From an optimization exercise on the open Yosys and OpenROAD flow, aimed at small area and a short achievable clock period; shortcuts taken in it are not production practice.
Where RTL was checked, it was by simulation tests only, not by an equivalence proof against the original.
For runs 1, 2 and 6, only the layout was checked, not whether the RTL still works.
No activity file was given, so power comes from the tool's default toggle rates.

## design/flow/run.sh

```bash
#!/bin/bash
# synth_recipe.tcl (not shown) runs the flow's synth.tcl, then flattens the netlist and writes it again
# the make line also repeats each setting of config.mk as NAME=value (left out here)
make -C /OpenROAD-flow-scripts/flow DESIGN_CONFIG=/design/flow/config.mk WORK_HOME=/design/flow/orfs CLKGATE_MAP_FILE= SYNTH_SCRIPT=/design/flow/synth_recipe.tcl finish
```

## design/flow/config.mk

```make
export PLATFORM = sky130hd
export DESIGN_NAME = router_extended
export DESIGN_NICKNAME = router_extended
export VERILOG_FILES = /design/flow/design.v
export SDC_FILE = /design/flow/constraint.sdc
export NUM_CORES = 4
export LEC_CHECK = 0
export ABC_CLOCK_PERIOD_IN_PS = 1000
export CAP_MARGIN = 20
export CORE_MARGIN = 2
export CORE_UTILIZATION = 40
export SETUP_SLACK_MARGIN = 5
export SLEW_MARGIN = 20
```

## design/flow/constraint.sdc

```tcl
create_clock -name core_clock -period 10.0 [get_ports {clk}]
set_input_delay 2.0000 -clock core_clock [delete_from_list [all_inputs] [get_ports {clk}]]
set_output_delay 2.0000 -clock core_clock [all_outputs]
set_load 0.01 [all_outputs]
```

## design/flow/design.v

```verilog
module step_dp (
  input  wire [16:0] h,
  input  wire [17:0] r0,
  input  wire [17:0] r1,
  input  wire [17:0] r2,
  input  wire        ci,
  output wire [22:0] s
);
  wire t1 = h[4] ^ r0[4];
  wire t2 = h[4] & r0[4];
  wire t3 = h[5] ^ r0[5] ^ r1[3];
  wire t4 = (h[5] & r0[5]) | (h[5] & r1[3]) | (r0[5] & r1[3]);
  wire t5 = h[6] ^ r0[6] ^ r1[4];
  wire t6 = (h[6] & r0[6]) | (h[6] & r1[4]) | (r0[6] & r1[4]);
  wire t7 = h[7] ^ r0[7] ^ r1[5];
  wire t8 = (h[7] & r0[7]) | (h[7] & r1[5]) | (r0[7] & r1[5]);
  wire t9 = h[8] ^ r0[8] ^ r1[6];
  wire t10 = (h[8] & r0[8]) | (h[8] & r1[6]) | (r0[8] & r1[6]);
  wire t11 = h[9] ^ r0[9] ^ r1[7];
  wire t12 = (h[9] & r0[9]) | (h[9] & r1[7]) | (r0[9] & r1[7]);
  wire t13 = h[10] ^ r0[10] ^ r1[8];
  wire t14 = (h[10] & r0[10]) | (h[10] & r1[8]) | (r0[10] & r1[8]);
  wire t15 = h[11] ^ r0[11] ^ r1[9];
  wire t16 = (h[11] & r0[11]) | (h[11] & r1[9]) | (r0[11] & r1[9]);
  wire t17 = h[12] ^ r0[12] ^ r1[10];
  wire t18 = (h[12] & r0[12]) | (h[12] & r1[10]) | (r0[12] & r1[10]);
  wire t19 = h[13] ^ r0[13] ^ r1[11];
  wire t20 = (h[13] & r0[13]) | (h[13] & r1[11]) | (r0[13] & r1[11]);
  wire t21 = h[14] ^ r0[14] ^ r1[12];
  wire t22 = (h[14] & r0[14]) | (h[14] & r1[12]) | (r0[14] & r1[12]);
  wire t23 = h[15] ^ r0[15] ^ r1[13];
  wire t24 = (h[15] & r0[15]) | (h[15] & r1[13]) | (r0[15] & r1[13]);
  wire t25 = h[16] ^ r0[16] ^ r1[14];
  wire t26 = (h[16] & r0[16]) | (h[16] & r1[14]) | (r0[16] & r1[14]);
  wire t27 = r0[17] ^ r1[15];
  wire t28 = r0[17] & r1[15];
  wire t29 = h[0] ^ r0[0];
  wire t30 = h[0] & r0[0];
  wire t31 = h[1] ^ r0[1];
  wire t32 = h[1] & r0[1];
  wire t33 = h[2] ^ r0[2] ^ r1[0];
  wire t34 = (h[2] & r0[2]) | (h[2] & r1[0]) | (r0[2] & r1[0]);
  wire t35 = h[3] ^ r0[3] ^ r1[1];
  wire t36 = (h[3] & r0[3]) | (h[3] & r1[1]) | (r0[3] & r1[1]);
  wire t37 = r1[2] ^ r2[0] ^ t1;
  wire t38 = (r1[2] & r2[0]) | (r1[2] & t1) | (r2[0] & t1);
  wire t39 = r2[1] ^ t3 ^ t2;
  wire t40 = (r2[1] & t3) | (r2[1] & t2) | (t3 & t2);
  wire t41 = r2[2] ^ t5 ^ t4;
  wire t42 = (r2[2] & t5) | (r2[2] & t4) | (t5 & t4);
  wire t43 = r2[3] ^ t7 ^ t6;
  wire t44 = (r2[3] & t7) | (r2[3] & t6) | (t7 & t6);
  wire t45 = r2[4] ^ t9 ^ t8;
  wire t46 = (r2[4] & t9) | (r2[4] & t8) | (t9 & t8);
  wire t47 = r2[5] ^ t11 ^ t10;
  wire t48 = (r2[5] & t11) | (r2[5] & t10) | (t11 & t10);
  wire t49 = r2[6] ^ t13 ^ t12;
  wire t50 = (r2[6] & t13) | (r2[6] & t12) | (t13 & t12);
  wire t51 = r2[7] ^ t15 ^ t14;
  wire t52 = (r2[7] & t15) | (r2[7] & t14) | (t15 & t14);
  wire t53 = r2[8] ^ t17 ^ t16;
  wire t54 = (r2[8] & t17) | (r2[8] & t16) | (t17 & t16);
  wire t55 = r2[9] ^ t19 ^ t18;
  wire t56 = (r2[9] & t19) | (r2[9] & t18) | (t19 & t18);
  wire t57 = r2[10] ^ t21 ^ t20;
  wire t58 = (r2[10] & t21) | (r2[10] & t20) | (t21 & t20);
  wire t59 = r2[11] ^ t23 ^ t22;
  wire t60 = (r2[11] & t23) | (r2[11] & t22) | (t23 & t22);
  wire t61 = r2[12] ^ t25 ^ t24;
  wire t62 = (r2[12] & t25) | (r2[12] & t24) | (t25 & t24);
  wire t63 = r2[13] ^ t27 ^ t26;
  wire t64 = (r2[13] & t27) | (r2[13] & t26) | (t27 & t26);
  wire t65 = r1[16] ^ r2[14] ^ t28;
  wire t66 = (r1[16] & r2[14]) | (r1[16] & t28) | (r2[14] & t28);
  wire t67 = r1[17] ^ r2[15];
  wire t68 = r1[17] & r2[15];
  wire t69 = ci & t29;
  wire t70 = ci ^ t29;
  wire t71 = t31 & t30;
  wire t72 = t31 ^ t30;
  wire t73 = t33 & t32;
  wire t74 = t33 ^ t32;
  wire t75 = t35 & t34;
  wire t76 = t35 ^ t34;
  wire t77 = t37 & t36;
  wire t78 = t37 ^ t36;
  wire t79 = t39 & t38;
  wire t80 = t39 ^ t38;
  wire t81 = t41 & t40;
  wire t82 = t41 ^ t40;
  wire t83 = t43 & t42;
  wire t84 = t43 ^ t42;
  wire t85 = t45 & t44;
  wire t86 = t45 ^ t44;
  wire t87 = t47 & t46;
  wire t88 = t47 ^ t46;
  wire t89 = t49 & t48;
  wire t90 = t49 ^ t48;
  wire t91 = t51 & t50;
  wire t92 = t51 ^ t50;
  wire t93 = t53 & t52;
  wire t94 = t53 ^ t52;
  wire t95 = t55 & t54;
  wire t96 = t55 ^ t54;
  wire t97 = t57 & t56;
  wire t98 = t57 ^ t56;
  wire t99 = t59 & t58;
  wire t100 = t59 ^ t58;
  wire t101 = t61 & t60;
  wire t102 = t61 ^ t60;
  wire t103 = t63 & t62;
  wire t104 = t63 ^ t62;
  wire t105 = t65 & t64;
  wire t106 = t65 ^ t64;
  wire t107 = t67 & t66;
  wire t108 = t67 ^ t66;
  wire t109 = r2[16] & t68;
  wire t110 = r2[16] ^ t68;
  wire t111 = t71 | (t72 & t69);
  wire t112 = t73 | (t74 & t71);
  wire t113 = t74 & t72;
  wire t114 = t75 | (t76 & t73);
  wire t115 = t76 & t74;
  wire t116 = t77 | (t78 & t75);
  wire t117 = t78 & t76;
  wire t118 = t79 | (t80 & t77);
  wire t119 = t80 & t78;
  wire t120 = t81 | (t82 & t79);
  wire t121 = t82 & t80;
  wire t122 = t83 | (t84 & t81);
  wire t123 = t84 & t82;
  wire t124 = t85 | (t86 & t83);
  wire t125 = t86 & t84;
  wire t126 = t87 | (t88 & t85);
  wire t127 = t88 & t86;
  wire t128 = t89 | (t90 & t87);
  wire t129 = t90 & t88;
  wire t130 = t91 | (t92 & t89);
  wire t131 = t92 & t90;
  wire t132 = t93 | (t94 & t91);
  wire t133 = t94 & t92;
  wire t134 = t95 | (t96 & t93);
  wire t135 = t96 & t94;
  wire t136 = t97 | (t98 & t95);
  wire t137 = t98 & t96;
  wire t138 = t99 | (t100 & t97);
  wire t139 = t100 & t98;
  wire t140 = t101 | (t102 & t99);
  wire t141 = t102 & t100;
  wire t142 = t103 | (t104 & t101);
  wire t143 = t104 & t102;
  wire t144 = t105 | (t106 & t103);
  wire t145 = t106 & t104;
  wire t146 = t107 | (t108 & t105);
  wire t147 = t108 & t106;
  wire t148 = t109 | (t110 & t107);
  wire t149 = t110 & t108;
  wire t150 = r2[17] & t109;
  wire t151 = r2[17] & t110;
  wire t152 = t112 | (t113 & t69);
  wire t153 = t114 | (t115 & t111);
  wire t154 = t116 | (t117 & t112);
  wire t155 = t117 & t113;
  wire t156 = t118 | (t119 & t114);
  wire t157 = t119 & t115;
  wire t158 = t120 | (t121 & t116);
  wire t159 = t121 & t117;
  wire t160 = t122 | (t123 & t118);
  wire t161 = t123 & t119;
  wire t162 = t124 | (t125 & t120);
  wire t163 = t125 & t121;
  wire t164 = t126 | (t127 & t122);
  wire t165 = t127 & t123;
  wire t166 = t128 | (t129 & t124);
  wire t167 = t129 & t125;
  wire t168 = t130 | (t131 & t126);
  wire t169 = t131 & t127;
  wire t170 = t132 | (t133 & t128);
  wire t171 = t133 & t129;
  wire t172 = t134 | (t135 & t130);
  wire t173 = t135 & t131;
  wire t174 = t136 | (t137 & t132);
  wire t175 = t137 & t133;
  wire t176 = t138 | (t139 & t134);
  wire t177 = t139 & t135;
  wire t178 = t140 | (t141 & t136);
  wire t179 = t141 & t137;
  wire t180 = t142 | (t143 & t138);
  wire t181 = t143 & t139;
  wire t182 = t144 | (t145 & t140);
  wire t183 = t145 & t141;
  wire t184 = t146 | (t147 & t142);
  wire t185 = t147 & t143;
  wire t186 = t148 | (t149 & t144);
  wire t187 = t149 & t145;
  wire t188 = t150 | (t151 & t146);
  wire t189 = t151 & t147;
  wire t190 = h[16] & t148;
  wire t191 = h[16] & t149;
  wire t192 = t154 | (t155 & t69);
  wire t193 = t156 | (t157 & t111);
  wire t194 = t158 | (t159 & t152);
  wire t195 = t160 | (t161 & t153);
  wire t196 = t162 | (t163 & t154);
  wire t197 = t163 & t155;
  wire t198 = t164 | (t165 & t156);
  wire t199 = t165 & t157;
  wire t200 = t166 | (t167 & t158);
  wire t201 = t167 & t159;
  wire t202 = t168 | (t169 & t160);
  wire t203 = t169 & t161;
  wire t204 = t170 | (t171 & t162);
  wire t205 = t171 & t163;
  wire t206 = t172 | (t173 & t164);
  wire t207 = t173 & t165;
  wire t208 = t174 | (t175 & t166);
  wire t209 = t175 & t167;
  wire t210 = t176 | (t177 & t168);
  wire t211 = t177 & t169;
  wire t212 = t178 | (t179 & t170);
  wire t213 = t179 & t171;
  wire t214 = t180 | (t181 & t172);
  wire t215 = t181 & t173;
  wire t216 = t182 | (t183 & t174);
  wire t217 = t183 & t175;
  wire t218 = t184 | (t185 & t176);
  wire t219 = t185 & t177;
  wire t220 = t186 | (t187 & t178);
  wire t221 = t187 & t179;
  wire t222 = t188 | (t189 & t180);
  wire t223 = t189 & t181;
  wire t224 = t190 | (t191 & t182);
  wire t225 = t191 & t183;
  wire t226 = t196 | (t197 & t69);
  wire t227 = t198 | (t199 & t111);
  wire t228 = t200 | (t201 & t152);
  wire t229 = t202 | (t203 & t153);
  wire t230 = t204 | (t205 & t192);
  wire t231 = t206 | (t207 & t193);
  wire t232 = t208 | (t209 & t194);
  wire t233 = t210 | (t211 & t195);
  wire t234 = t212 | (t213 & t196);
  wire t235 = t213 & t197;
  wire t236 = t214 | (t215 & t198);
  wire t237 = t215 & t199;
  wire t238 = t216 | (t217 & t200);
  wire t239 = t217 & t201;
  wire t240 = t218 | (t219 & t202);
  wire t241 = t219 & t203;
  wire t242 = t220 | (t221 & t204);
  wire t243 = t221 & t205;
  wire t244 = t222 | (t223 & t206);
  wire t245 = t223 & t207;
  wire t246 = t224 | (t225 & t208);
  wire t247 = t225 & t209;
  wire t248 = t234 | (t235 & t69);
  wire t249 = t236 | (t237 & t111);
  wire t250 = t238 | (t239 & t152);
  wire t251 = t240 | (t241 & t153);
  wire t252 = t242 | (t243 & t192);
  wire t253 = t244 | (t245 & t193);
  wire t254 = t246 | (t247 & t194);
  wire t255 = t72 ^ t69;
  wire t256 = t74 ^ t111;
  wire t257 = t76 ^ t152;
  wire t258 = t78 ^ t153;
  wire t259 = t80 ^ t192;
  wire t260 = t82 ^ t193;
  wire t261 = t84 ^ t194;
  wire t262 = t86 ^ t195;
  wire t263 = t88 ^ t226;
  wire t264 = t90 ^ t227;
  wire t265 = t92 ^ t228;
  wire t266 = t94 ^ t229;
  wire t267 = t96 ^ t230;
  wire t268 = t98 ^ t231;
  wire t269 = t100 ^ t232;
  wire t270 = t102 ^ t233;
  wire t271 = t104 ^ t248;
  wire t272 = t106 ^ t249;
  wire t273 = t108 ^ t250;
  wire t274 = t110 ^ t251;
  wire t275 = r2[17] ^ t252;
  wire t276 = h[16] ^ t253;
  assign s = {t276, t275, t274, t273, t272, t271, t270, t269, t268, t267, t266, t265, t264, t263, t262, t261, t260, t259, t258, t257, t256, t255, t70};
endmodule
`timescale 1ns/1ps
module ks_add #(
  parameter W = 18
)(
  input  wire [W-1:0] x,
  input  wire [W-1:0] y,
  output wire [W-1:0] s
);
  localparam N = $clog2(W);
  wire [W-1:0] g [0:N];
  wire [W-1:0] p [0:N];
  assign g[0] = x & y;
  assign p[0] = x ^ y;
  genvar l, i;
  generate
    for (l = 0; l < N; l = l + 1) begin : lvl
      for (i = 0; i < W; i = i + 1) begin : bit_
        if (i >= (1 << l)) begin : comb
          assign g[l+1][i] = g[l][i] | (p[l][i] & g[l][i-(1<<l)]);
          assign p[l+1][i] = p[l][i] & p[l][i-(1<<l)];
        end else begin : pass
          assign g[l+1][i] = g[l][i];
          assign p[l+1][i] = p[l][i];
        end
      end
    end
  endgenerate
  assign s = p[0] ^ {g[N][W-2:0], 1'b0};
endmodule
`timescale 1ns/1ps
module router_extended (
  input  wire        clk,
  input  wire        rst,
  input  wire        start,
  input  wire [2:0]  cond_sel,
  input  wire [3:0]  opcode,
  input  wire [15:0] op_a,
  input  wire [15:0] op_b,
  output reg         busy,
  output reg         done,
  output reg  [31:0] result
);
  wire f_bin = (opcode <= 4'd2);
  wire f_dec = (opcode >= 4'd3)   && (opcode <= 4'd5);
  wire f_duo = (opcode >= 4'd6) && (opcode <= 4'd8);
  reg [1:0] cls_in;
  always @(*) begin
    case (cond_sel)
      3'd0:    cls_in = f_bin ? 2'd0 : f_dec ? 2'd2 : 2'd1;
      3'd1:    cls_in = f_dec ? 2'd0 : 2'd1;
      3'd2:    cls_in = f_duo ? 2'd0 : f_bin ? 2'd1 : 2'd2;
      3'd4:    cls_in = (f_bin | f_dec) ? 2'd0 : 2'd1;
      default: cls_in = (f_bin | f_dec | f_duo) ? 2'd0 : 2'd2;
    endcase
  end
  reg  [1:0] cls;
  reg  [3:0] cnt;
  reg        idle;
  wire       last  = (cls == 2'd0) ? (cnt == 4'd2) :
                     (cls == 2'd1) ? (cnt == 4'd7) : (cnt == 4'd9);
  wire       load  = idle | ((cls == 2'd1) ? (cnt == 4'd4) : (cnt == 4'd6));
  always @(posedge clk) begin
    cls <= cls_in;
    if (rst) begin
      busy <= 1'b0;
      idle <= 1'b1;
      done <= 1'b0;
      cnt  <= 4'd0;
    end else begin
      done <= ~idle & last;
      if (idle) begin
        busy <= start;
        idle <= ~start;
        cnt  <= 4'd0;
      end else if (last) begin
        busy <= 1'b0;
        idle <= 1'b1;
      end else begin
        cnt <= cnt + 4'd1;
      end
    end
  end
  wire is_add = (opcode == 4'd0) || (opcode == 4'd3) || (opcode == 4'd6);
  wire is_sub = (opcode == 4'd1) || (opcode == 4'd4) || (opcode == 4'd7);
  wire [16:0] h_init = is_add ? {1'b0, op_b} : is_sub ? {1'b1, ~op_b} : 17'd0;
  wire [15:0] m_init = (opcode == 4'd2)   ? op_b  :
                       (opcode == 4'd5) ? 16'd10 :
                       (opcode == 4'd8)  ? 16'd3  :
                       (is_add | is_sub)         ? 16'd1  : 16'd0;
  function [8:0] dec(input [5:0] c);
    integer i;
    for (i = 0; i < 3; i = i + 1)
      dec[3*i +: 3] = {c[2*i+1] & c[2*i], c[2*i+1] & ~c[2*i], ~c[2*i+1] & c[2*i]};
  endfunction
  function [17:0] row(input [2:0] sel, input [15:0] a, input [17:0] a3);
    row = ({18{sel[0]}} & {2'b0, a}) |
          ({18{sel[1]}} & {1'b0, a, 1'b0}) |
          ({18{sel[2]}} & a3);
  endfunction
  reg  [15:0] a_r;      
  reg  [17:0] a3_r;     
  reg  [16:0] h;        
  reg  [8:0]  sel;      
  reg  [11:0] lb;       
  reg         ci;       
  wire        hs = h[16];
  wire [17:0] r0 = row(sel[2:0], a_r, a3_r) | {hs, 17'd0};
  wire [17:0] r1 = row(sel[5:3], a_r, a3_r) | {hs, hs, 16'd0};
  wire [17:0] r2 = row(sel[8:6], a_r, a3_r) | {hs, hs, 16'd0};
  wire [17:0] a3;
  ks_add #(.W(18)) u_a3 (.x({2'b0, op_a}), .y({1'b0, op_a, 1'b0}), .s(a3));
  wire [22:0] s;
  step_dp u_dp (.h(h), .r0(r0), .r1(r1), .r2(r2), .ci(ci), .s(s));
  always @(posedge clk) begin
    a_r  <= op_a;
    a3_r <= a3;
    if (load) begin
      h   <= h_init;
      sel <= dec(m_init[5:0]);
      lb  <= {2'b00, m_init[15:6]};
      ci  <= is_sub;
    end else begin
      h   <= s[22:6];
      sel <= dec(lb[5:0]);
      lb  <= {s[5:0], lb[11:6]};
      ci  <= 1'b0;
    end
  end
  always @(posedge clk) begin
    if (rst)
      result <= 32'd0;
    else if (~idle & last)
      result <= {s[19:0], lb};
  end
endmodule
```

==> metrics.cfg, run 1 <==
[status]
status=complete, no violations

[floorplanning]
coreArea_sq_mm=0.0178
initial_core_util_pct=40.4
die_area_sq_mm=0.0191
placementRows=49
die_w_um=138
die_y_um=138
boundaryPins=76

[yosys]
syn_nets=953
ys_seq_elements=113
syn_inst=836
avgSynthCellArea_sq_um=8.63
synthTopCellsByArea=dfxtp_1 (31%), fa_1 (8.6%), ha_1 (7.6%)
yosys_warnings=2
ys_seq_area_share_pct=31.4
synth.largest_area_cell=dfxtp_1
syn_area_sq_mm=0.00721
ys.flop_type=dfxtp_1
synth_top_area_share_pct=31.4
ys_types=70
ys_async_sr_fraction_pct=0
synth-edff-count=0

[worst_setup_path]
required_ns=10.28
crit_start=sel[5]$_DFF_P_
path_class=reg2reg
worstPathMaxFanout=18
r2r_cells=12
worstPathArrival_ns=4.47
crit_path_end_kind=flop
start_kind=flop
r2r_end=h[8]$_DFF_P_
r2r_start=sel[5]$_DFF_P_
worstSetupEndpoint=h[8]$_DFF_P_
r2r_slack_ns=5.81

[grt]
grtUsageTotal_pct=19.3
grt_max_degree=58
grt_pass1_wl_mm=30.0
antenna_found_initial=0
grt_pass1_vias=5586
grt-ovfl-total=0

[sta]
finClkSkew_ns=0.00770
timing.hold.ws_ns=0.441
maxSlewViolCount=0
layout_min_cycle_time_ns=4.19
setup_viol=0
layout_setup_ws_ns=5.81
rsz0062_at_grt=false
timing.slew.headroom_pct=29.0
worstMarginPinSlew_ns=1.06
max_freq_mhz=238
finalHoldViolCount=0
period_share_pct=41.9
fin_setup_tns_ns=0

[clock_tree]
clkLatencyLatePin_ns=0.42
cts_hold_buf=0
cts-buffers-inserted=17
cts.sinks=113
cts_root_buf=clkbuf_16
clockBufferDepth=2
postCtsSetupRepairBufs=0
clk_pin_slew_worst_paths_ns=0.06
cts_tree=done
cts-htree-levels=4
cts_resized=0

[routing]
drt_iter0_drc=669
wl_per_cell_um=16.1
vias_per_cell=5.55
dr_total_vias=6261
ant_nets=0
wirelength_mm=18.2
first_pass_iters=7
remaining_drc_errors=0

[pwr]
power_mw=1.62
leakage_nw=3.77
worst_ir_drop_vdd_v=0.000138
powerDensity_mw_per_mm2=186

[final_layout]
num_antenna_cells=0
fillerInstances=1732
drive_above_1_share_pct=6.67
layout_commonest_cell=dfxtp_1
fin_nets=1004
layout_common_cells=dfxtp_1 (113), nand2_1 (95), a21oi_1 (75), clkdlybuf4s50_1 (75), inv_1 (71)
fin_area_sq_mm=0.00869
area_growth_pct=20.5

[placed_design]
place_congestion=0.861
port_buffers=75
pre_cts_ws_ns=5.54
postPlaceCellArea_sq_mm=0.00809
hpwl_mm=13.9

[worst_hold_path]
hold_class=reg2reg

[flow_run]
maxCapViolations=0

layer usage:
layer	share of wire (%)	wire length [um]	track usage, %	vias to the layer above
met5	0	0	0	-
met1	50	9120	28.4	2897
met3	5.5	996	3.46	20
met2	43	7820	29.0	231
li1	-	-	-	3113
met4	1.6	287	5.75	0
state kept, by name (all words and copies together) (netlist names):
register and cells:
result 32, a_r 15, lb 12, cls 2
ci 1, done 1, busy 1, cnt 4
h 17, a3_r 18, sel 9, idle 1
cells by family (layout without fill, tap and decap cells):
family	after synthesis	count (layout)	share of synthesized area, %
fa+ha+maj	76	76	16.4
xor+xnor	34	34	4.13
flops	113	113	31.4
compound gates	247	247	24.8
mux	2	2	0.277
simple gates	246	246	16.5
buf+inv	118	182	6.56
stage by stage:
stage	util [%]	instances
after global routing	48.7	1129
after global placement	45.3	1096
after detailed placement	45.3	1096
after floorplan	-	836
after CTS	48.7	1128
final	48.7	1129
how the worst min path moves through the flow:
stage	from	slack (ns)	endpoint	depth (start not counted)
global route	lb[11]$_SDFF_PN0_	0.46	lb[5]$_DFF_P_	2
finish	lb[11]$_SDFF_PN0_	0.44	lb[5]$_DFF_P_	2
CTS	lb[7]$_DFF_P_	0.44	lb[1]$_DFF_P_	2
detailed placement	lb[11]$_SDFF_PN0_	0.43	lb[5]$_DFF_P_	2
global placement	lb[7]$_DFF_P_	0.43	lb[1]$_DFF_P_	2
floorplan	lb[6]$_DFF_P_	0.42	lb[0]$_DFF_P_	2
critical path: stages (launching register included):
cell and delay [ns]:
dfxtp_1 0.80, a222oi_1 0.19, fa_1 0.50, fa_1 0.51, inv_1 0.04, ha_1 0.36
and3_4 0.21, a2111oi_4 0.46, o21ai_2 0.12, a21boi_2 0.27, o21ai_1 0.17, xnor2_1 0.31
a21oi_1 0.11
cell usage after synthesis (6+ instances only):
cell      number
dfxtp_1      113
nand2_1       95
a21oi_1       75
inv_1         71
nor2_1        57
a222oi_1      45
ha_1          44
clkbuf_1      34
fa_1          31
o21ai_0       31
nand3_1       22
a211oi_1      19
xnor2_1       19
nor3_1        15
xor2_1        15
a21o_1        14
nand3b_1      10
o31ai_1        9
nand2b_1       8
o21a_1         8
nor2b_1        7
and2_1         6
cell type report:
type | count | area [sq um] | share of cell area [%]
clock buffers | 17 | 425 | 4.89
flip-flops and latches | 113 | 2260 | 26.0
repair buffers | 79 | 781 | 8.98
multi-input cells | 605 | 4500 | 51.8
well taps | 229 | 287 | 3.30
clock inverters | 15 | 171 | 1.97
inverters | 71 | 267 | 3.07
power breakdown:
part / total [mW] / switching (mW) / leakage (nW) / internal, mW
sequential: 0.540 / 0.0459 / 0.932 / 0.494
clock: 0.611 / 0.237 / 0.292 / 0.374
combinational: 0.465 / 0.276 / 2.54 / 0.190
total: 1.62 / 0.558 / 3.77 / 1.06
==> inputs of run 2 (changes only) <==
==> design/flow/flow/run.sh (new file) <==
#!/bin/bash
# The standard layout, with buf_4 cells as the port buffers and timing
# repair aimed past the 10 ns constraint.
set -euo pipefail
bash standard.sh SETUP_SLACK_MARGIN=6 "BUFFER_PORTS_ARGS=-buffer_cell sky130_fd_sc_hd__buf_4" finish > standard.log 2>&1
==> design/flow/standard.sh (new file) <==
#!/bin/bash
# synth_recipe.tcl (not shown) runs the flow's synth.tcl, then flattens the netlist and writes it again
# the make line also repeats each setting of config.mk as NAME=value (left out here)
make -C /OpenROAD-flow-scripts/flow DESIGN_CONFIG=/design/flow/config.mk WORK_HOME=/design/flow/orfs CLKGATE_MAP_FILE= SYNTH_SCRIPT=/design/flow/synth_recipe.tcl "${@:-finish}"
--- a/design/flow/config.mk
+++ b/design/flow/config.mk
@@ -11,3 +11,2 @@
 export CORE_UTILIZATION = 40
-export SETUP_SLACK_MARGIN = 5
 export SLEW_MARGIN = 20
removed: design/flow/run.sh
==> run 2 against run 1 <==
  * Hold slack lost 0.0027 ns
  * Register-to-register slack better by 0.30 ns
  * Largest cell class unchanged
  * Still clean
  * Via count is 0.64% lower
  * Critical endpoint is now result[23]$_SDFFE_PP0P_
  * Design area fell by 0.83%
  * Sequential power hardly changed
  * Critical path depth unchanged
  * Clock power fell by 3.8%
  * Count of clock-buffer cells in the layout is 2 higher
  * Largest power group unchanged
==> metrics.cfg, run 2 <==
[status]
status=complete, no violations

[routing]
ant_nets=0  ; unchanged
remaining_drc_errors=0  ; unchanged
first_pass_iters=11  ; +4
dr_total_vias=6221  ; -0.64%
wl_per_cell_um=16.6  ; +3.0%
wirelength_mm=18.9  ; +3.4%
drt_iter0_drc=640  ; -4.3%
vias_per_cell=5.49  ; -1.1%

[yosys]
syn_nets=953  ; unchanged
synthTopCellsByArea=dfxtp_1 (31%), fa_1 (8.6%), ha_1 (7.6%)
ys.flop_type=dfxtp_1
synthTopCellsByCount=dfxtp_1 (113), nand2_1 (95), a21oi_1 (75)
synth-simple-area-share_pct=16.5  ; unchanged
syn_area_sq_mm=0.00721  ; unchanged
synth.largest_area_cell=dfxtp_1
ys_seq_area_share_pct=31.4  ; unchanged
yosys_warnings=2  ; unchanged
synthAdderAreaFrac_pct=16.4  ; unchanged
synth-edff-count=0  ; unchanged
synth-compound-area-share_pct=24.8  ; unchanged
synth_top_family_by_area=compound AO/OA/AOI/OAI gates
synth_xor_area_share_pct=4.13  ; unchanged
synth_top_area_share_pct=31.4  ; unchanged
muxShareOfSynthArea_pct=0.277  ; unchanged
synth.most_common_cell=dfxtp_1
syn_inst=836  ; unchanged
ys_types=70  ; unchanged
ys_seq_elements=113  ; unchanged
avgSynthCellArea_sq_um=8.63  ; unchanged
ys_async_sr_fraction_pct=0  ; unchanged

[pwr]
powerDensity_mw_per_mm2=188  ; +1.2%
leakage_nw=3.91  ; +3.7%
worst_ir_drop_vdd_v=0.000138  ; +0.15%

[sta]
period_share_pct=39.0  ; -3.0 points
rsz0062_at_grt=true
timing.slew.headroom_pct=29.8  ; +0.89 points
setup_viol=0  ; unchanged
finClkSkew_ns=0.00882  ; +0.00112 ns
timing.hold.ws_ns=0.438  ; -0.00270 ns
finalHoldViolCount=0  ; unchanged
max_freq_mhz=257  ; +7.6%
layout_min_cycle_time_ns=3.90  ; -0.296 ns
worstMarginPinSlew_ns=1.05  ; -0.0134 ns
fin_setup_tns_ns=0  ; unchanged
maxSlewViolCount=0  ; unchanged

[final_layout]
layout_common_cells=dfxtp_1 (107), nand2_1 (95), buf_4 (82), a21oi_1 (73), inv_1 (71)
drive_above_1_share_pct=17.1  ; +10 points
fin_area_sq_mm=0.00862  ; -0.83%
reg_top3=result (32), a3_r (18), h (17)
layout_commonest_cell=dfxtp_1
num_antenna_cells=0  ; unchanged
regArea_sq_mm=0.00227  ; +0.55%
area_growth_pct=19.5
multiInputGateArea_sq_mm=0.00458  ; +1.6%
fillerInstances=1759  ; +1.6%
top_register=result
fin_cells=1134  ; +0.44%
fin_nets=1009  ; +0.50%
largest_register_ffs=32  ; unchanged
final_util_pct=48.3  ; -0.41 points

[clock_tree]
cts-htree-levels=4  ; unchanged
cts.sinks=113  ; unchanged
clk_pin_slew_worst_paths_ns=0.05  ; about the same
cts-buffers-inserted=17  ; unchanged
cts_root_buf=clkbuf_16
clkLatencyLatePin_ns=0.42  ; about the same
cts_hold_buf=0  ; unchanged
clockBufferDepth=2  ; unchanged
cts_tree=done

[flow_run]
maxCapViolations=0  ; unchanged

[grt]
grt-ovfl-total=0  ; unchanged
grt_max_degree=58  ; unchanged
antenna_found_initial=0  ; unchanged
grt_pass1_wl_mm=30.8  ; +2.6%
grt_pass1_vias=5739  ; +2.7%
grtUsageTotal_pct=19.9  ; +0.62 points

[worst_setup_path]
critPathBufInv=2  ; +1
crit_family=adder cells
worstPathMaxFanout=9  ; -9
worstPathArrival_ns=4.18  ; -0.29 ns
r2r_cells=12  ; unchanged
crit_path_end_kind=flop
r2r_start=sel[1]$_DFF_P_
path_class=reg2reg
crit_path_frequent_cell=fa_1
cp_slowest_stage_delay_ns=0.54  ; -0.26 ns
crit_start=sel[1]$_DFF_P_
slowest_stage=fa_1
cp_cell_sequence=clkbuf_4 > a222oi_1 > inv_1 > fa_1 > fa_1 > ha_1 > and3_1 > o21ai_1 > o21ai_4 > o41ai_4 > xor2_1 > a211oi_1
critical_path_depth=12  ; unchanged
required_ns=10.28  ; about the same
start_kind=flop

[placed_design]
port_buffers=75  ; unchanged
place_congestion=0.877  ; +1.8%
post-place-cells=1096  ; unchanged
hpwl_mm=14.3  ; +2.4%
postPlaceCellArea_sq_mm=0.00791  ; -2.2%

[floorplanning]
die_w_um=138  ; unchanged
placementRows=49  ; unchanged
coreArea_sq_mm=0.0178  ; unchanged
die_area_sq_mm=0.0191  ; unchanged
initial_core_util_pct=40.4  ; unchanged
die_y_um=138  ; unchanged
boundaryPins=76  ; unchanged

[worst_hold_path]
hold_class=reg2reg
min-delay-start=lb[6]$_DFF_P_
whs_path_depth=2  ; unchanged

==> run 2: cell counts after synthesis <==
Identical to the previous run, type by type.
==> run 2: cell families (layout without fill, tap and decap cells) <==
logic type | count (synthesis) | count (layout)
muxes | 2 | 2
DFF | 113 | 113
xor gates and xnor gates | 34 | 34
AOI/OAI and AO/OA | 247 | 247
buffers and inverters | 118 | 187
and+or+nand+nor | 246 | 246
adders and majority gates | 76 | 76
==> run 2: final timing paths <==
| kind | endpoint | slack, ns |
|---|---|---|
| worst max-delay path | result[23]$_SDFFE_PP0P_ | 6.10 |
| worst min-delay path | lb[0]$_DFF_P_ | 0.44 |
| worst max register to register | result[23]$_SDFFE_PP0P_ | 6.10 |
| worst min register to register | lb[0]$_DFF_P_ | 0.44 |
==> run 2: tightest hold or removal path, cell delays in order (launching register included) <==
cell	delay, ns
dfxtp_1	0.30
nand2_1	0.05
nand2_1	0.04
==> run 2: layout make-up <==
cell class | count | share of cell area [%]
clock buffers | 19 | 5.14
inverters | 71 | 3.09
multi-input cells | 605 | 53.1
flip-flops and latches | 113 | 26.4
well taps | 229 | 3.32
clock inverters | 13 | 1.60
repair buffers | 84 | 7.40
==> run 2: metal layers <==
| layer | share of wire, % | wire length [um] | track usage (%) |
|---|---|---|---|
| met4 | 1.1 | 213 | 5.64 |
| met5 | 0 | 0 | 0 |
| met1 | 51 | 9520 | 29.3 |
| met2 | 44 | 8240 | 29.6 |
| met3 | 4.7 | 884 | 4.26 |
==> run 2: stage by stage <==
step / total power, mW / worst slack, ns
after global routing: 1.72 / 5.98
after global placement: 1.01 / 5.90
after CTS: 1.60 / 5.98
after floorplan: 0.875 / 6.09
final: 1.62 / 6.10
after detailed placement: 1.01 / 5.78
==> run 2: repair_timing <==
| action | CTS | global route |
|---|---|---|
| pin swaps | 3 | 10 |
| endpoints found under the hold margin | 0 | 0 |
| endpoints found under the setup margin | 16 | 25 |
| setup buffers | 1 | 5 |
| gates resized for setup | 7 | 16 |
| cloned | 0 | 0 |
==> run 2: power by group <==
part / total (mW) / switching (mW) / internal (mW)
Sequential: 0.540 / 0.0455 / 0.494
Combinational: 0.495 / 0.291 / 0.204
Clock: 0.588 / 0.216 / 0.372
==> inputs of run 3 (changes only) <==
--- a/design/flow/design.v
+++ b/design/flow/design.v
@@ -294,3 +294,3 @@
 );
-  localparam N = $clog2(W);
+  localparam N = (W > 16) ? 5 : (W > 8) ? 4 : (W > 4) ? 3 : (W > 2) ? 2 : 1;
   wire [W-1:0] g [0:N];
==> run 3 against run 2 <==
  * Area after synthesis unchanged
  * Non-clock buffer count unchanged
  * Utilization stayed put
  * Clock power about the same
  * Combinational power about the same
  * Global-route usage unchanged
  * Via count is the same
  * Largest power group unchanged
  * Highest routed layer unchanged
==> metrics.cfg, run 3 <==
[status]
status=complete, no violations

[yosys]
synth.largest_area_cell=dfxtp_1
synthTopCellsByCount=dfxtp_1 (113), nand2_1 (95), a21oi_1 (75)
synthTopCellsByArea=dfxtp_1 (31%), fa_1 (8.6%), ha_1 (7.6%)
syn_nets=953  ; unchanged
synth-edff-count=0  ; unchanged
avgSynthCellArea_sq_um=8.63  ; unchanged
yosys_warnings=2  ; unchanged
ys_async_sr_fraction_pct=0  ; unchanged
ys_types=70  ; unchanged
synth.most_common_cell=dfxtp_1
ys_seq_area_share_pct=31.4  ; unchanged
syn_area_sq_mm=0.00721  ; unchanged
ys_seq_elements=113  ; unchanged
synth_top_area_share_pct=31.4  ; unchanged
ys.flop_type=dfxtp_1
syn_inst=836  ; unchanged

[grt]
grt_max_degree=58  ; unchanged
grt-ovfl-total=0  ; unchanged
grt_pass1_wl_mm=30.8  ; unchanged
grt_pass1_vias=5739  ; unchanged
antenna_found_initial=0  ; unchanged
grtUsageTotal_pct=19.9  ; unchanged

[floorplanning]
coreArea_sq_mm=0.0178  ; unchanged
die_y_um=138  ; unchanged
die_w_um=138  ; unchanged
placementRows=49  ; unchanged
initial_core_util_pct=40.4  ; unchanged
boundaryPins=76  ; unchanged
die_area_sq_mm=0.0191  ; unchanged

[worst_setup_path]
crit_family=adder cells
crit_path_frequent_cell=fa_1
start_kind=flop
path_class=reg2reg
crit_path_end_kind=flop
cp_slowest_stage_delay_ns=0.54  ; about the same
required_ns=10.28  ; about the same
r2r_slack_ns=6.10  ; about the same
critPathBufInv=2  ; unchanged
r2r_cells=12  ; unchanged
slowest_stage=fa_1
cp_cell_sequence=clkbuf_4 > a222oi_1 > inv_1 > fa_1 > fa_1 > ha_1 > and3_1 > o21ai_1 > o21ai_4 > o41ai_4 > xor2_1 > a211oi_1
r2r_start=sel[1]$_DFF_P_
worstPathMaxFanout=9  ; unchanged
worstPathArrival_ns=4.18  ; about the same
r2r_end=result[23]$_SDFFE_PP0P_

[final_layout]
drive_above_1_share_pct=17.1  ; unchanged
layout_common_cells=dfxtp_1 (107), nand2_1 (95), buf_4 (82), a21oi_1 (73), inv_1 (71)
num_antenna_cells=0  ; unchanged
fin_nets=1009  ; unchanged
largest_register_ffs=32  ; unchanged
layout_commonest_cell=dfxtp_1
fin_area_sq_mm=0.00862  ; unchanged
area_growth_pct=19.5  ; unchanged
fin_cells=1134  ; unchanged
reg_top3=result (32), a3_r (18), h (17)
top_register=result

[worst_hold_path]
whs_path_depth=2  ; unchanged
min-delay-start=lb[6]$_DFF_P_
hold_class=reg2reg
holdPathEnd=lb[0]$_DFF_P_

[sta]
worstMarginPinSlew_ns=1.05  ; unchanged
max_freq_mhz=257  ; unchanged
finClkSkew_ns=0.00882  ; unchanged
fin_setup_tns_ns=0  ; unchanged
finalHoldViolCount=0  ; unchanged
timing.slew.headroom_pct=29.8  ; unchanged
maxSlewViolCount=0  ; unchanged
rsz0062_at_grt=true
setup_viol=0  ; unchanged
period_share_pct=39.0  ; unchanged
layout_min_cycle_time_ns=3.90  ; unchanged

[routing]
vias_per_cell=5.49  ; unchanged
drt_iter0_drc=640  ; unchanged
wl_per_cell_um=16.6  ; unchanged
dr_total_vias=6221  ; unchanged
wirelength_mm=18.9  ; unchanged
remaining_drc_errors=0  ; unchanged
first_pass_iters=11  ; unchanged
ant_nets=0  ; unchanged

[placed_design]
hpwl_mm=14.3  ; unchanged
postPlaceCellArea_sq_mm=0.00791  ; unchanged
port_buffers=75  ; unchanged
place_congestion=0.877  ; unchanged
post-place-cells=1096  ; unchanged

[pwr]
powerDensity_mw_per_mm2=188  ; unchanged
leakage_nw=3.91  ; unchanged
worst_ir_drop_vdd_v=0.000138  ; unchanged

[clock_tree]
clockBufferDepth=2  ; unchanged
cts_root_buf=clkbuf_16
cts.sinks=113  ; unchanged
clk_pin_slew_worst_paths_ns=0.05  ; about the same
cts-buffers-inserted=17  ; unchanged
cts-htree-levels=4  ; unchanged
clkLatencyLatePin_ns=0.42  ; about the same
cts_tree=done

[flow_run]
maxCapViolations=0  ; unchanged

-- run 3: cell counts in the layout (fill, tap and decap cells not counted) --
No cell type changed its count.
-- run 3: worst register-to-register path, stage by stage, from the launching register on --
cell and delay, ns:
dfxtp_4 0.38, clkbuf_4 0.20, a222oi_1 0.32, inv_1 0.10, fa_1 0.54, fa_1 0.42, ha_1 0.38, and3_1 0.25
o21ai_1 0.15, o21ai_4 0.13, o41ai_4 0.42, xor2_1 0.37, a211oi_1 0.12
-- run 3: through the flow --
stage	util [%]	total power, mW	worst slack, ns	hold slack [ns]
after floorplan	-	0.875	6.09	0.415
after global placement	44.2	1.01	5.90	0.426
after detailed placement	44.3	1.01	5.78	0.433
after CTS	47.7	1.60	5.98	0.443
after global routing	48.3	1.72	5.98	0.467
final	48.3	1.62	6.10	0.438
-- run 3: where the power goes --
part	total (mW)	switching, mW	internal (mW)	leakage (nW)
registers	0.540	0.0455	0.494	0.935
logic	0.495	0.291	0.204	2.69
clock network	0.588	0.216	0.372	0.279
total	1.62	0.553	1.07	3.91
-- run 3: per-layer routing --
layer  vias up  global-route usage, %  routed length, um  part of all wire, %
li1       3126                      -                  -                    -
met1      2886                   29.3               9520                   51
met2       193                   29.6               8240                   44
met3        16                   4.26                884                  4.7
met4         0                   5.64                213                  1.1
met5         -                      0                  0                    0
-- run 3: worst max-delay path by stage --
stage	endpoint	slack, ns	cells past startpoint	start
floorplan	result[26]$_SDFFE_PP0P_	6.09	14	sel[2]$_DFF_P_
global placement	h[8]$_DFF_P_	5.90	12	sel[2]$_DFF_P_
detailed placement	h[8]$_DFF_P_	5.78	12	sel[3]$_DFF_P_
CTS	result[26]$_SDFFE_PP0P_	5.98	12	sel[3]$_DFF_P_
global route	result[27]$_SDFFE_PP0P_	5.98	13	sel[1]$_DFF_P_
finish	result[23]$_SDFFE_PP0P_	6.10	12	sel[1]$_DFF_P_
-- run 3: kinds of logic (layout without fill, tap and decap cells) --
family / after synthesis / count (layout) / synth area share, %
flops: 113 / 113 / 31.4
buf+inv: 118 / 187 / 6.56
xor+xnor: 34 / 34 / 4.13
fa+ha+maj: 76 / 76 / 16.4
mux: 2 / 2 / 0.277
simple gates: 246 / 246 / 16.5
compound gates: 247 / 247 / 24.8
-- run 3: layout make-up --
class,instances,area [sq um]
fillers,1759,9220
multi-input cells,605,4580
flip-flops and latches,113,2270
repair buffers,84,638
clock buffers,19,443
well taps,229,287
inverters,71,267
clock inverters,13,138
-- run 3: what timing repair did --
action	CTS	global route
pin swaps	3	10
hold buffers	0	0
resized for setup	7	16
buffers inserted	1	5
endpoints found under the hold margin	0	0
endpoints found under the setup margin	16	25
==> inputs of run 4 (changes only) <==
--- a/design/flow/config.mk
+++ b/design/flow/config.mk
@@ -11,2 +11,3 @@
 export CORE_UTILIZATION = 40
+export CTS_BUF_LIST = sky130_fd_sc_hd__clkbuf_4 sky130_fd_sc_hd__clkbuf_8
 export SLEW_MARGIN = 20
==> run 4 against run 3 <==
  * Routed wire length is 0.49% lower
  * Die area stayed put
  * Clock skew is 0.0099 ns higher
  * Critical path depth is 1 higher
  * Worst setup slack better by 0.052 ns
  * Sequential power hardly changed
  * Utilization is 1.2 points lower
  * Non-clock buffer count is 2 lower
  * Hold slack better by 0.0021 ns
  * Via count is 0.74% higher
  * Sequential cell count stayed put
  * Critical endpoint is now result[20]$_SDFFE_PP0P_
  * Largest power group is now sequential cells
==> metrics.cfg, run 4 <==
[yosys]
syn_nets=953  ; unchanged
ys_async_sr_fraction_pct=0  ; unchanged
yosys_warnings=2  ; unchanged
synth.largest_area_cell=dfxtp_1
synthTopCellsByArea=dfxtp_1 (31%), fa_1 (8.6%), ha_1 (7.6%)
synth_top_area_share_pct=31.4  ; unchanged
ys.flop_type=dfxtp_1
avgSynthCellArea_sq_um=8.63  ; unchanged
ys_seq_elements=113  ; unchanged
ys_types=70  ; unchanged
syn_inst=836  ; unchanged
synth-edff-count=0  ; unchanged
synthTopCellsByCount=dfxtp_1 (113), nand2_1 (95), a21oi_1 (75)
syn_area_sq_mm=0.00721  ; unchanged
ys_seq_area_share_pct=31.4  ; unchanged
synth.most_common_cell=dfxtp_1

[worst_setup_path]
path_class=reg2reg
crit_path_end_kind=flop
worstPathArrival_ns=4.17  ; about the same
worstPathMaxFanout=16  ; +7
start_kind=flop
required_ns=10.32  ; +0.04 ns

[clock_tree]
clockBufferDepth=2  ; unchanged
cts_tree=done
clk_pin_slew_worst_paths_ns=0.07  ; +0.02 ns
cts.sinks=113  ; unchanged
cts-buffers-inserted=17  ; unchanged
cts_root_buf=clkbuf_8
clkLatencyLatePin_ns=0.46  ; +0.04 ns
cts_hold_buf=0  ; unchanged
cts-htree-levels=4  ; unchanged

[final_layout]
area_growth_pct=16.5
layout_commonest_cell=dfxtp_1
largest_register_ffs=32  ; unchanged
final_util_pct=47.1  ; -1.2 points
regArea_sq_mm=0.00227  ; unchanged
fin_nets=1007  ; -0.20%
reg_top3=result (32), a3_r (18), h (17)
num_antenna_cells=0  ; unchanged
top_register=result
drive_above_1_share_pct=16.8  ; -0.29 points
multiInputGateArea_sq_mm=0.00456  ; -0.27%
fin_cells=1132  ; -0.18%
layout_common_cells=dfxtp_1 (107), nand2_1 (95), buf_4 (80), a21oi_1 (74), inv_1 (71)
fillerInstances=1773  ; +0.80%

[routing]
vias_per_cell=5.54  ; +0.92%
wirelength_mm=18.8  ; -0.49%
wl_per_cell_um=16.6  ; -0.31%
dr_total_vias=6267  ; +0.74%
remaining_drc_errors=0  ; unchanged
ant_nets=0  ; unchanged
first_pass_iters=7  ; -4
drt_iter0_drc=530  ; -17%

[sta]
setup_viol=0  ; unchanged
rsz0062_at_grt=true
finClkSkew_ns=0.0187  ; +0.00985 ns
timing.slew.headroom_pct=30.4  ; +0.53 points
max_freq_mhz=260  ; +1.4%
finalHoldViolCount=0  ; unchanged
worstMarginPinSlew_ns=1.04  ; -0.00786 ns
layout_min_cycle_time_ns=3.85  ; -0.0522 ns
fin_setup_tns_ns=0  ; unchanged
period_share_pct=38.5  ; -0.52 points
layout_setup_ws_ns=6.15  ; +0.0522 ns
maxSlewViolCount=0  ; unchanged

[floorplanning]
placementRows=49  ; unchanged
die_y_um=138  ; unchanged
coreArea_sq_mm=0.0178  ; unchanged
die_w_um=138  ; unchanged
die_area_sq_mm=0.0191  ; unchanged
boundaryPins=76  ; unchanged
initial_core_util_pct=40.4  ; unchanged

[grt]
grtUsageTotal_pct=19.9  ; -0.024 points
antenna_found_initial=0  ; unchanged
grt_pass1_vias=5740  ; +0.017%
grt_max_degree=58  ; unchanged
grt-ovfl-total=0  ; unchanged
grt_pass1_wl_mm=30.7  ; -0.13%

[status]
status=complete, no violations

[placed_design]
pre_cts_ws_ns=5.78  ; unchanged
hpwl_mm=14.3  ; unchanged
place_congestion=0.877  ; unchanged
post-place-cells=1096  ; unchanged
port_buffers=75  ; unchanged

[worst_hold_path]
hold_class=reg2reg

[pwr]
worst_ir_drop_vdd_v=0.0000893  ; -35%
powerDensity_mw_per_mm2=173  ; -8.1%
leakage_nw=3.82  ; -2.2%

[flow_run]
maxCapViolations=0  ; unchanged

## run 4: cell type report
class | count | area share, %
Clock buffer | 19 | 3.04
Clock inverter | 13 | 1.64
Inverter | 71 | 3.17
Multi-Input combinational cell | 605 | 54.3
Sequential cell | 113 | 27.1
Tap cell | 229 | 3.41
Timing Repair Buffer | 82 | 7.41
## run 4: repair_timing
item | in CTS | in global routing
pin swaps | 5 | 8
setup buffers | 1 | 3
resized for setup | 7 | 12
setup endpoints to repair | 16 | 25
## run 4: logic make-up after synthesis
group                    Yosys count  share of synthesized area, %
AO/OA/AOI/OAI                    247                          24.8
AND/OR/NAND/NOR                  246                          16.5
adder cells (fa/ha/maj)           76                          16.4
multiplexers                       2                         0.277
buffers and inverters            118                          6.56
flip-flops                       113                          31.4
XOR/XNOR                          34                          4.13
## run 4: path summary, 6_finish.rpt
kind | slack [ns] | end | cells past startpoint | startpoint
worst max-delay path | 6.15 | result[20]$_SDFFE_PP0P_ | 13 | sel[3]$_DFF_P_
worst min-delay path | 0.44 | lb[0]$_DFF_P_ | 2 | lb[6]$_DFF_P_
worst max register to register | 6.15 | result[20]$_SDFFE_PP0P_ | 13 | sel[3]$_DFF_P_
worst min register to register | 0.44 | lb[0]$_DFF_P_ | 2 | lb[6]$_DFF_P_
## run 4: metrics by stage
stage	instance area, sq um	power (mW)	hold slack [ns]
after detailed placement	7910	1.01	0.433
after global routing	8410	1.55	0.469
after global placement	7890	1.01	0.426
after CTS	8320	1.44	0.446
final	8410	1.45	0.440
after floorplan	7210	0.875	0.415
## run 4: routing by layer
| layer | GRT usage (%) | up-vias | routed length, um |
|---|---|---|---|
| li1 | - | 3119 | - |
| met1 | 29.1 | 2912 | 9350 |
| met2 | 29.3 | 207 | 8080 |
| met3 | 3.98 | 29 | 967 |
| met4 | 6.82 | 0 | 368 |
| met5 | 0 | - | 0 |
## run 4: worst max-delay path: stages, from the launching register on
cell	delay, ns
dfxtp_2	0.42
a222oi_1	0.50
fa_1	0.53
fa_1	0.51
inv_1	0.06
ha_4	0.26
and3_4	0.18
a2111oi_4	0.32
buf_4	0.19
o21bai_1	0.06
a21oi_1	0.15
xor2_1	0.28
o21ai_0	0.12
nor2b_1	0.13
## run 4: report_power, final
part	leakage [nW]	internal [mW]	switching (mW)	total, mW
Clock	0.195	0.230	0.196	0.426
Sequential	0.935	0.493	0.0455	0.539
Combinational	2.69	0.201	0.289	0.490
Total	3.82	0.924	0.530	1.45
==> inputs of run 5 (changes only) <==
==> design/flow/flow/run.sh (replaced) <==
#!/bin/bash
# The standard layout, with buf_2 cells as the port buffers and timing
# repair aimed past the 10 ns constraint.
set -euo pipefail
bash standard.sh SETUP_SLACK_MARGIN=6 "BUFFER_PORTS_ARGS=-buffer_cell sky130_fd_sc_hd__buf_2" finish > standard.log 2>&1
==> run 5 against run 4 <==
  * Still clean on timing, DRC and antenna
  * Global-route usage shrank 0.55 points
  * Fmax grew 0.27%
  * Hold slack gained 0.00088 ns
  * Count of clock-buffer cells in the layout grew 1
  * Cell count grew 0.44%
  * Critical path type unchanged
  * Critical endpoint is now result[29]$_SDFFE_PP0P_
  * Largest cell class unchanged
  * Largest power group unchanged
==> metrics.cfg, run 5 <==
[routing]
wirelength_mm=18.6  ; -1.0%
vias_per_cell=5.52  ; -0.22%
drt_iter0_drc=673  ; +27%
dr_total_vias=6281  ; +0.22%
ant_nets=0  ; unchanged
remaining_drc_errors=0  ; unchanged
wl_per_cell_um=16.3  ; -1.5%
first_pass_iters=8  ; +1

[grt]
grt-ovfl-total=0  ; unchanged
antenna_found_initial=0  ; unchanged
grt_pass1_vias=5604  ; -2.4%
grt_pass1_wl_mm=30.1  ; -2.0%
grtUsageTotal_pct=19.4  ; -0.55 points
grt_max_degree=58  ; unchanged

[clock_tree]
clockBufferDepth=2  ; unchanged
cts_root_buf=clkbuf_8
clk_pin_slew_worst_paths_ns=0.08  ; about the same
cts-buffers-inserted=17  ; unchanged
cts_tree=done
cts_hold_buf=0  ; unchanged
clkLatencyLatePin_ns=0.44  ; -0.02 ns
cts.sinks=113  ; unchanged
cts-htree-levels=4  ; unchanged

[worst_setup_path]
slowest_stage=fa_1
cp_slowest_stage_delay_ns=0.54  ; about the same
worstPathMaxFanout=6  ; -10
cp_cell_sequence=clkbuf_2 > a222oi_1 > inv_1 > fa_1 > fa_1 > ha_1 > a21o_1 > a211o_1 > or3_4 > nor3_2 > nor2_1 > xnor2_1 > a211oi_1
crit_path_end_kind=flop
worstPathArrival_ns=4.12  ; -0.05 ns
crit_family=adder cells
required_ns=10.28  ; -0.04 ns
path_class=reg2reg
critPathBufInv=2  ; unchanged
crit_path_frequent_cell=fa_1
start_kind=flop

[yosys]
synthTopCellsByCount=dfxtp_1 (113), nand2_1 (95), a21oi_1 (75)
ys.flop_type=dfxtp_1
syn_area_sq_mm=0.00721  ; unchanged
ys_async_sr_fraction_pct=0  ; unchanged
avgSynthCellArea_sq_um=8.63  ; unchanged
synthTopCellsByArea=dfxtp_1 (31%), fa_1 (8.6%), ha_1 (7.6%)
syn_inst=836  ; unchanged
syn_nets=953  ; unchanged
ys_seq_elements=113  ; unchanged
synth.largest_area_cell=dfxtp_1
synth.most_common_cell=dfxtp_1
ys_types=70  ; unchanged
ys_seq_area_share_pct=31.4  ; unchanged
synth_top_area_share_pct=31.4  ; unchanged
yosys_warnings=2  ; unchanged
synth-edff-count=0  ; unchanged

[final_layout]
drive_above_1_share_pct=17.8  ; +1.0 points
regArea_sq_mm=0.00228  ; +0.22%
layout_commonest_cell=dfxtp_1
reg_top3=result (32), a3_r (18), h (17)
layout_common_cells=dfxtp_1 (107), nand2_1 (95), buf_2 (75), a21oi_1 (73), inv_1 (71)
num_antenna_cells=0  ; unchanged
fin_nets=1013  ; +0.60%
top_register=result
largest_register_ffs=32  ; unchanged
multiInputGateArea_sq_mm=0.00457  ; about the same
area_growth_pct=14.8
fillerInstances=1743  ; -1.7%

[sta]
finClkSkew_ns=0.0109  ; -0.00781 ns
setup_viol=0  ; unchanged
timing.slew.headroom_pct=28.7  ; -1.6 points
layout_min_cycle_time_ns=3.84  ; -0.0105 ns
maxSlewViolCount=0  ; unchanged
layout_setup_ws_ns=6.16  ; +0.0105 ns
fin_setup_tns_ns=0  ; unchanged
period_share_pct=38.4  ; -0.10 points
max_freq_mhz=261  ; +0.27%
worstMarginPinSlew_ns=1.07  ; +0.0246 ns
finalHoldViolCount=0  ; unchanged
rsz0062_at_grt=false

[floorplanning]
placementRows=49  ; unchanged
initial_core_util_pct=40.4  ; unchanged
die_y_um=138  ; unchanged
coreArea_sq_mm=0.0178  ; unchanged
die_w_um=138  ; unchanged
boundaryPins=76  ; unchanged
die_area_sq_mm=0.0191  ; unchanged

[pwr]
worst_ir_drop_vdd_v=0.000101  ; +13%
leakage_nw=3.82  ; about the same
powerDensity_mw_per_mm2=175  ; +1.3%

[placed_design]
pre_cts_ws_ns=5.83  ; +0.0451 ns
hpwl_mm=14.1  ; -1.5%
place_congestion=0.870  ; -0.82%
port_buffers=75  ; unchanged

[worst_hold_path]
hold_class=reg2reg

[flow_run]
maxCapViolations=0  ; unchanged

[status]
status=complete, no violations

run 5: cell counts after synthesis:
Identical to the previous run, type by type.
run 5: cells by family (layout without fill, tap and decap cells):
logic type,after synthesis,in the layout,synth area share (%)
fa+ha+maj,76,76,16.4
xor+xnor,34,34,4.13
buf+inv,118,190,6.56
compound gates,247,247,24.8
simple gates,246,246,16.5
mux,2,2,0.277
flops,113,113,31.4
run 5: what timing repair did:
action / CTS / global route
setup endpoints to repair: 11 / 26
pin swaps: 3 / 13
buffers inserted: 2 / 8
resized for setup: 7 / 19
run 5: cell type report:
type                       instances  share of cell area, %
clock inverter                    11                   1.60
sequential                       113                   27.5
tap                              229                   3.46
multi-input combinational        605                   55.1
inverter                          71                   3.22
timing repair buffer              88                   5.92
clock buffer                      20                   3.17
run 5: worst min-delay path, stage by stage (launching register included):
cell and delay, ns:
dfxtp_1 0.31, nand2_1 0.05, nand2_1 0.04
run 5: layer usage:
metal | GRT usage, % | vias up | routed length, um
met5 | 0 | - | 0
met4 | 7.30 | 0 | 436
met3 | 4.02 | 34 | 1020
met2 | 27.0 | 212 | 7820
met1 | 29.2 | 2898 | 9290
li1 | - | 3137 | -
run 5: final timing paths:
check | from | to | slack (ns) | cells past startpoint
max | sel[1]$_DFF_P_ | result[29]$_SDFFE_PP0P_ | 6.16 | 13
min | lb[6]$_DFF_P_ | lb[0]$_DFF_P_ | 0.44 | 2
max reg2reg | sel[1]$_DFF_P_ | result[29]$_SDFFE_PP0P_ | 6.16 | 13
min reg2reg | lb[6]$_DFF_P_ | lb[0]$_DFF_P_ | 0.44 | 2
run 5: where the power goes:
| part | internal, mW | total, mW | switching [mW] | leakage (nW) |
|---|---|---|---|---|
| Clock | 0.234 | 0.434 | 0.199 | 0.197 |
| Combinational | 0.194 | 0.480 | 0.286 | 2.69 |
| Sequential | 0.493 | 0.539 | 0.0457 | 0.935 |
| Total | 0.921 | 1.45 | 0.531 | 3.82 |
run 5: metrics by stage:
stage | instances | utilization (%) | instance area, sq um | total power [mW] | hold WS, ns
floorplan | 836 | - | 7210 | 0.875 | 0.415
global placement | 1095 | 43.2 | 7700 | 1.00 | 0.429
detailed placement | 1096 | 43.3 | 7720 | 1.00 | 0.435
CTS | 1129 | 45.6 | 8140 | 1.44 | 0.442
global route | 1137 | 46.4 | 8290 | 1.55 | 0.453
finish | 1137 | 46.4 | 8290 | 1.45 | 0.441
==> inputs of run 6 (changes only) <==
--- a/design/flow/design.v
+++ b/design/flow/design.v
@@ -294,3 +294,3 @@
 );
-  localparam N = (W > 16) ? 5 : (W > 8) ? 4 : (W > 4) ? 3 : (W > 2) ? 2 : 1;
+  localparam N = $clog2(W);
   wire [W-1:0] g [0:N];
==> design/flow/flow/run.sh (replaced) <==
#!/bin/bash
# The standard layout, with buf_4 cells as the port buffers and timing
# repair aimed past the 10 ns constraint.
set -euo pipefail
bash standard.sh SETUP_SLACK_MARGIN=7 "BUFFER_PORTS_ARGS=-buffer_cell sky130_fd_sc_hd__buf_4" finish > standard.log 2>&1
--- a/design/flow/config.mk
+++ b/design/flow/config.mk
@@ -11,3 +11,2 @@
 export CORE_UTILIZATION = 40
-export CTS_BUF_LIST = sky130_fd_sc_hd__clkbuf_4 sky130_fd_sc_hd__clkbuf_8
 export SLEW_MARGIN = 20
==> run 6 against run 5 <==
  * Sequential power about the same
  * Clock skew increased by 0.0018 ns
  * Highest routed layer unchanged
  * Die area unchanged
  * Sequential share of layout area down 4.1 points
  * Register-to-register slack improved by 0.12 ns
  * Routed wire length is 8.6% higher
  * Sequential cell count unchanged
  * Global-route usage is 2.2 points higher
  * First-iteration DRC count down 13%
==> metrics.cfg, run 6 <==
[placed_design]
pre_cts_ws_ns=5.92  ; +0.0923 ns
hpwl_mm=14.2  ; +0.71%
place_congestion=0.842  ; -3.2%
port_buffers=75  ; unchanged

[sta]
max_freq_mhz=269  ; +3.3%
finClkSkew_ns=0.0127  ; +0.00182 ns
timing.slew.headroom_pct=48.2  ; +19 points
period_share_pct=37.2  ; -1.2 points
finalHoldViolCount=0  ; unchanged
fin_setup_tns_ns=0  ; unchanged
layout_min_cycle_time_ns=3.72  ; -0.121 ns
rsz0062_at_grt=true
maxSlewViolCount=0  ; unchanged
worstMarginPinSlew_ns=0.776  ; -0.289 ns
layout_setup_ws_ns=6.28  ; +0.121 ns
setup_viol=0  ; unchanged

[yosys]
avgSynthCellArea_sq_um=8.63  ; unchanged
synth_top_area_share_pct=31.4  ; unchanged
ys_seq_elements=113  ; unchanged
yosys_warnings=2  ; unchanged
syn_inst=836  ; unchanged
synthTopCellsByCount=dfxtp_1 (113), nand2_1 (95), a21oi_1 (75)
syn_nets=953  ; unchanged
ys_seq_area_share_pct=31.4  ; unchanged
ys_types=70  ; unchanged
synth-edff-count=0  ; unchanged
ys.flop_type=dfxtp_1
synthTopCellsByArea=dfxtp_1 (31%), fa_1 (8.6%), ha_1 (7.6%)
syn_area_sq_mm=0.00721  ; unchanged
synth.largest_area_cell=dfxtp_1
ys_async_sr_fraction_pct=0  ; unchanged
synth.most_common_cell=dfxtp_1

[grt]
grt_max_degree=58  ; unchanged
grt_pass1_vias=6537  ; +17%
grt-ovfl-total=0  ; unchanged
antenna_found_initial=0  ; unchanged
grt_pass1_wl_mm=33.5  ; +11%
grtUsageTotal_pct=21.6  ; +2.2 points

[pwr]
worst_ir_drop_vdd_v=0.000141  ; +40%
powerDensity_mw_per_mm2=190  ; +8.5%
leakage_nw=4.23  ; +11%

[floorplanning]
initial_core_util_pct=40.4  ; unchanged
die_w_um=138  ; unchanged
die_area_sq_mm=0.0191  ; unchanged
die_y_um=138  ; unchanged
placementRows=49  ; unchanged
boundaryPins=76  ; unchanged
coreArea_sq_mm=0.0178  ; unchanged

[clock_tree]
cts_tree=done
cts_hold_buf=0  ; unchanged
cts_root_buf=clkbuf_16
clkLatencyLatePin_ns=0.42  ; -0.02 ns
cts-htree-levels=4  ; unchanged
clockBufferDepth=2  ; unchanged
cts-buffers-inserted=17  ; unchanged
clk_pin_slew_worst_paths_ns=0.06  ; -0.02 ns
cts.sinks=113  ; unchanged

[worst_setup_path]
path_class=reg2reg
required_ns=10.29  ; about the same
worstPathMaxFanout=8  ; +2
crit_start=sel[1]$_DFF_P_
r2r_cells=12  ; -1
r2r_slack_ns=6.28  ; +0.12 ns
start_kind=flop
worstPathArrival_ns=4.01  ; -0.11 ns
crit_path_end_kind=flop
r2r_end=h[14]$_DFF_P_
r2r_start=sel[1]$_DFF_P_

[status]
status=complete, no violations

[final_layout]
layout_common_cells=buf_4 (107), dfxtp_1 (105), nand2_1 (93), inv_1 (67), a21oi_1 (62)
top_register=result
largest_register_ffs=32  ; unchanged
num_antenna_cells=0  ; unchanged
reg_top3=result (32), a3_r (18), h (17)
fin_nets=1050  ; +3.7%
layout_commonest_cell=buf_4
area_growth_pct=35.2
drive_above_1_share_pct=30.4  ; +13 points

[routing]
remaining_drc_errors=0  ; unchanged
vias_per_cell=5.63  ; +1.8%
ant_nets=0  ; unchanged
first_pass_iters=8  ; unchanged
dr_total_vias=6611  ; +5.3%
drt_iter0_drc=583  ; -13%
wirelength_mm=20.2  ; +8.6%
wl_per_cell_um=17.2  ; +5.1%

[worst_hold_path]
whs_path_depth=2  ; unchanged
min-delay-start=result[19]$_SDFFE_PP0P_
holdPathEnd=result[19]$_SDFFE_PP0P_
hold_class=reg2reg

[flow_run]
maxCapViolations=0  ; unchanged

-- run 6: cell counts after synthesis --
Identical to the previous run, type by type.
-- run 6: logic make-up (layout without fill, tap and decap cells) --
family / Yosys count / in the layout / synth area share [%]
buf+inv: 118 / 228 / 6.56
simple gates: 246 / 246 / 16.5
xor+xnor: 34 / 34 / 4.13
mux: 2 / 2 / 0.277
flops: 113 / 113 / 31.4
compound gates: 247 / 247 / 24.8
fa+ha+maj: 76 / 76 / 16.4
-- run 6: per-layer routing --
| layer | track usage [%] | up-vias | share of wire (%) |
|---|---|---|---|
| met3 | 4.99 | 37 | 5.6 |
| met4 | 7.41 | 0 | 2.2 |
| met2 | 37.2 | 187 | 50 |
| met1 | 26.7 | 3189 | 42 |
| li1 | - | 3198 | - |
| met5 | 0 | - | 0 |
-- run 6: critical path: stages (launching register included) --
cell	delay, ns
dfxtp_4	0.39
buf_6	0.16
a222oi_1	0.32
inv_1	0.12
fa_1	0.54
fa_1	0.42
ha_1	0.46
and3_1	0.27
nand3_1	0.15
a311o_1	0.39
a31oi_4	0.16
xnor2_1	0.13
a21oi_1	0.08
-- run 6: power breakdown --
group | switching [mW] | internal [mW]
combinational | 0.348 | 0.294
sequential | 0.0440 | 0.493
clock | 0.226 | 0.449
-- run 6: area by class of cell --
cell class	instances	area, sq um
Clock buffer	19	443
Clock inverter	13	208
Fill cell	1591	8080
Inverter	71	269
Multi-Input combinational cell	605	5250
Sequential cell	113	2290
Tap cell	229	287
Timing Repair Buffer	125	1010
-- run 6: worst max path at each step --
stage | end | slack (ns)
5_1_grt | h[14]$_DFF_P_ | 6.11
3_5_place_dp | a3_r[15]$_DFF_P_ | 5.92
6_report | h[14]$_DFF_P_ | 6.28
2_1_floorplan | a3_r[17]$_DFF_P_ | 6.26
4_1_cts | h[14]$_DFF_P_ | 6.33
3_3_place_gp | a3_r[17]$_DFF_P_ | 5.97
-- run 6: repair_timing --
item | 4_1_cts | 5_1_grt
setup buffers | 39 | 8
pin swaps | 64 | 26
endpoints found under the setup margin | 44 | 43
gates resized for setup | 93 | 25
-- run 6: through the flow --
stage,power (mW),area [sq um],utilization (%),instances,hold WS (ns)
3_3_place_gp,1.05,8220,46.1,1096,0.446
6_report,1.86,9760,54.7,1175,0.453
2_1_floorplan,0.924,7680,-,836,0.423
3_5_place_dp,1.05,8220,46.1,1096,0.440
4_1_cts,1.84,9580,53.7,1167,0.455
5_1_grt,1.96,9760,54.7,1175,0.469

static timing again, ports no longer ideal:
No port has a modelled driver above. Below, the same layouts with a new extraction and two added sets of constraints. Step 1: set_driving_cell puts a clkbuf_16 on clk and a buf_2 on each other input, an assumption about the parent block. Step 2 adds t to the input delays and takes it off the output delays; t is the mean of the earliest and latest rising clock arrival at the registers after step 1. Input paths then give back, and output paths get back, about the clock's delay inside the block. a / b / c = ideal ports / drivers / drivers and shift; a / b = the first two.
run | shift t [ns] | setup slack, ns | latest minus earliest clock arrival (ns) | slew at the worst register clock pin (ns) | worst slew at a driven data input, ns
run 1 | 0.458 | 5.806 / 5.806 / 5.531 | 0.009 / 0.009 | 0.06 / 0.06 | 0.05
run 2 | 0.459 | 6.101 / 6.101 / 5.873 | 0.010 / 0.010 | 0.06 / 0.06 | 0.05
run 3 | 0.459 | 6.101 / 6.101 / 5.873 | 0.010 / 0.010 | 0.06 / 0.06 | 0.05
run 4 | 0.491 | 6.154 / 6.154 / 5.871 | 0.020 / 0.020 | 0.08 / 0.08 | 0.05
run 5 | 0.473 | 6.164 / 6.164 / 5.880 | 0.012 / 0.012 | 0.08 / 0.08 | 0.05
run 6 | 0.464 | 6.285 / 6.285 / 5.943 | 0.013 / 0.013 | 0.06 / 0.06 | 0.05
After both steps setup and hold are still met in every run listed. The setup slack of run 6, which loses most, moves by 0.000 ns with the drivers and by -0.342 ns with both steps.
